What follows belongs to an exercise in optimizing a design on an open flow for small area; a production flow would make more cautious choices.
The RTL was checked by simulation tests, not by an equivalence proof against the original design.
The clock input has no modelled driver; a real chip could not lean on it and would need a root buffer or a full tree.

== try-fjord ==
## hockey
module hockey(
    input clk,
    input rst,
    input BTN_A,
    input BTN_B,
    input [1:0] DIR_A,
    input [1:0] DIR_B,
    input [2:0] Y_in_A,
    input [2:0] Y_in_B,
    output [6:0] SSD5,
    output [6:0] SSD4,
    output [6:0] SSD2,
    output [6:0] SSD1,
    output [6:0] SSD0,
    output reg [2:0] X_COORD,
    output reg [2:0] Y_COORD,
    output LD0,
    output LD5,
    output LD6,
    output LD7,
    output LD8,
    output LD9,
    output LD15
    );
For scale: about 220 cells after synthesis, roughly 62 I/O pins, roughly 1600 um2 of cells after synthesis.
export LEC_CHECK = 0
export ABC_AREA = 1
export CAP_MARGIN = 20
export CORE_MARGIN = 2
export CORE_UTILIZATION = 40
export PLACE_DENSITY = 0.6
export SLEW_MARGIN = 20
create_clock -name core_clock -period 5.0 [get_ports {clk}]
standard.sh (not shown) runs the stock make flow with config.mk's settings and CLKGATE_MAP_FILE= SYNTH_SCRIPT=/design/flow/synth_recipe.tcl, a recipe that flattens the netlist after the stock synthesis.
==> flow/flow/run.sh <==
#!/bin/bash
# The standard layout (standard.sh), with these changes to how the layout is made:
#  - synthesis maps the logic with an area-oriented ABC script (flow/abc_area2.script) and
#    leaves adders as plain gates for ABC (ADDER_MAP_FILE empty); registers are unchanged;
#  - port buffers are the smallest buffer, buf_1;
#  - clock tree: one level of clkbuf_8, no dummy loads;
#  - constant outputs share the one tie cell that synthesis makes (no repair_tie_fanout).
set -euo pipefail
HERE=$(pwd)
rm -rf "$HERE/scripts_mod"
cp -r "$FLOW_HOME/scripts" "$HERE/scripts_mod"
sed -i "s|set abc_script \$::env(SCRIPTS_DIR)/abc_area.script|set abc_script $HERE/flow/abc_area2.script|" "$HERE/scripts_mod/synth_preamble.tcl"
grep -q "abc_area2.script" "$HERE/scripts_mod/synth_preamble.tcl"
export BUFFER_PORTS_ARGS="-buffer_cell sky130_fd_sc_hd__buf_1"
export CTS_ARGS="${MY_CTS_ARGS:--sink_clustering_enable -repair_clock_nets -dont_use_dummy_load -buf_list sky130_fd_sc_hd__clkbuf_8 -sink_clustering_size 40 -sink_clustering_max_diameter 400}"
bash standard.sh SCRIPTS_DIR="$HERE/scripts_mod" ADDER_MAP_FILE= SKIP_REPAIR_TIE_FANOUT=1 finish > standard.log 2>&1
==> flow/flow/abc_area2.script <==
strash
&get -n
&deepsyn -T 30
&put
dch -f
amap
topo
diff inputs: try-fjord => try-tundra
==> flow/flow/run.sh <==
#!/bin/bash
# The standard layout (standard.sh), with these changes to how the layout is made:
#  - synthesis maps the logic with an area-oriented ABC script (flow/abc_area2.script) and
#    leaves adders as plain gates for ABC (ADDER_MAP_FILE empty); registers are unchanged;
#  - port buffers are the smallest buffer, buf_1;
#  - clock tree: a single clkbuf_16 drives every register (flow/cts_collapse.tcl), no dummy loads;
set -euo pipefail
HERE=$(pwd)
rm -rf "$HERE/scripts_mod"
cp -r "$FLOW_HOME/scripts" "$HERE/scripts_mod"
sed -i "s|set abc_script \$::env(SCRIPTS_DIR)/abc_area.script|set abc_script $HERE/flow/abc_area2.script|" "$HERE/scripts_mod/synth_preamble.tcl"
grep -q "abc_area2.script" "$HERE/scripts_mod/synth_preamble.tcl"
export BUFFER_PORTS_ARGS="-buffer_cell sky130_fd_sc_hd__buf_1"
export POST_CTS_TCL="$HERE/flow/cts_collapse.tcl"
export CTS_ARGS="${MY_CTS_ARGS:--sink_clustering_enable -repair_clock_nets -dont_use_dummy_load -buf_list sky130_fd_sc_hd__clkbuf_8 -sink_clustering_size 40 -sink_clustering_max_diameter 400}"
bash standard.sh SCRIPTS_DIR="$HERE/scripts_mod" ADDER_MAP_FILE= finish > standard.log 2>&1
==> flow/flow/cts_collapse.tcl (new file) <==
# POST_CTS hook: the design is small enough for one clock buffer. Move every sink of the
# leaf clock buffers onto the root buffer's net and remove the leaf buffers, so all
# registers are clocked through the same single buffer, a clkbuf_16.
set block [ord::get_db_block]
set root [$block findInst clkbuf_0_clk]
if { $root ne "NULL" } {
  set rnet [[$root findITerm X] getNet]
  set rname [$rnet getName]
  set leaves {}
  foreach inst [$block getInsts] {
    set name [$inst getName]
    if { $name eq "clkbuf_0_clk" } { continue }
    if { ![string match "sky130_fd_sc_hd__clkbuf_*" [[$inst getMaster] getName]] } { continue }
    set anet [[$inst findITerm A] getNet]
    if { $anet eq "NULL" || [$anet getName] ne $rname } { continue }
    lappend leaves $inst
  }
  foreach inst $leaves {
    set name [$inst getName]
    set xit [$inst findITerm X]
    set onet [$xit getNet]
    foreach it [$onet getITerms] {
      if { [[$it getInst] getName] ne $name } {
        $it disconnect
        $it connect $rnet
      }
    }
    [$inst findITerm A] disconnect
    $xit disconnect
    odb::dbInst_destroy $inst
    odb::dbNet_destroy $onet
    puts "cts_collapse: removed $name"
  }
  # one buffer for all registers: the strongest clock buffer keeps the clock-pin slew low
  set big [[ord::get_db] findMaster sky130_fd_sc_hd__clkbuf_16]
  $root swapMaster $big
  puts "cts_collapse: [llength [$rnet getITerms]] pins on $rname, root is [[$root getMaster] getName]"
}
Findings:
try-tundra | stages: all done | timing, DRC, antenna: all pass
Relative to try-fjord, try-tundra improves setup slack.
Side by side, number of clock buffer instances in the layout turned out lower in try-tundra than in try-fjord.
On number of nets with antenna violations after routing, try-fjord and try-tundra are neck and neck.
try-tundra ends up with a worst hold slack that is 0.014 ns lower than in try-fjord.
Taking try-fjord as the reference, in try-tundra clock tree skew after final layout went down by 0.011 ns, flip-flop and latch count flat, fraction of area in registers fell 0.81 points, register clock-pin slew on the reported worst setup and hold paths neither gained nor lost much.

re-timing with driven ports:
In the flow no input, the clock included, has a driving cell. The finished layouts below were timed again as built, in two steps. Step 1 sets driving cells, clkbuf_16 on the clock port and buf_2 on the other inputs (assumed; they add their load-dependent delay and slew). Step 2, shift: input delay + t, output delay - t, t = (earliest + latest rising clock arrival at the registers) / 2. This alone moves slack from input paths to output paths. Slacks: ideal / step 1 / step 2; pairs: ideal / step 1.
run	t, ns	setup WS [ns]	latest minus earliest clock arrival (ns)	slew at the worst register clock pin (ns)	worst data-port slew with drivers (ns)
try-fjord	0.295	0.977 / 0.951 / 1.246	0.014 / 0.014	0.09 / 0.09	0.03
try-tundra	0.191	1.176 / 1.176 / 1.176	0.004 / 0.003	0.10 / 0.10	0.04
After both steps every run listed still meets setup and hold.
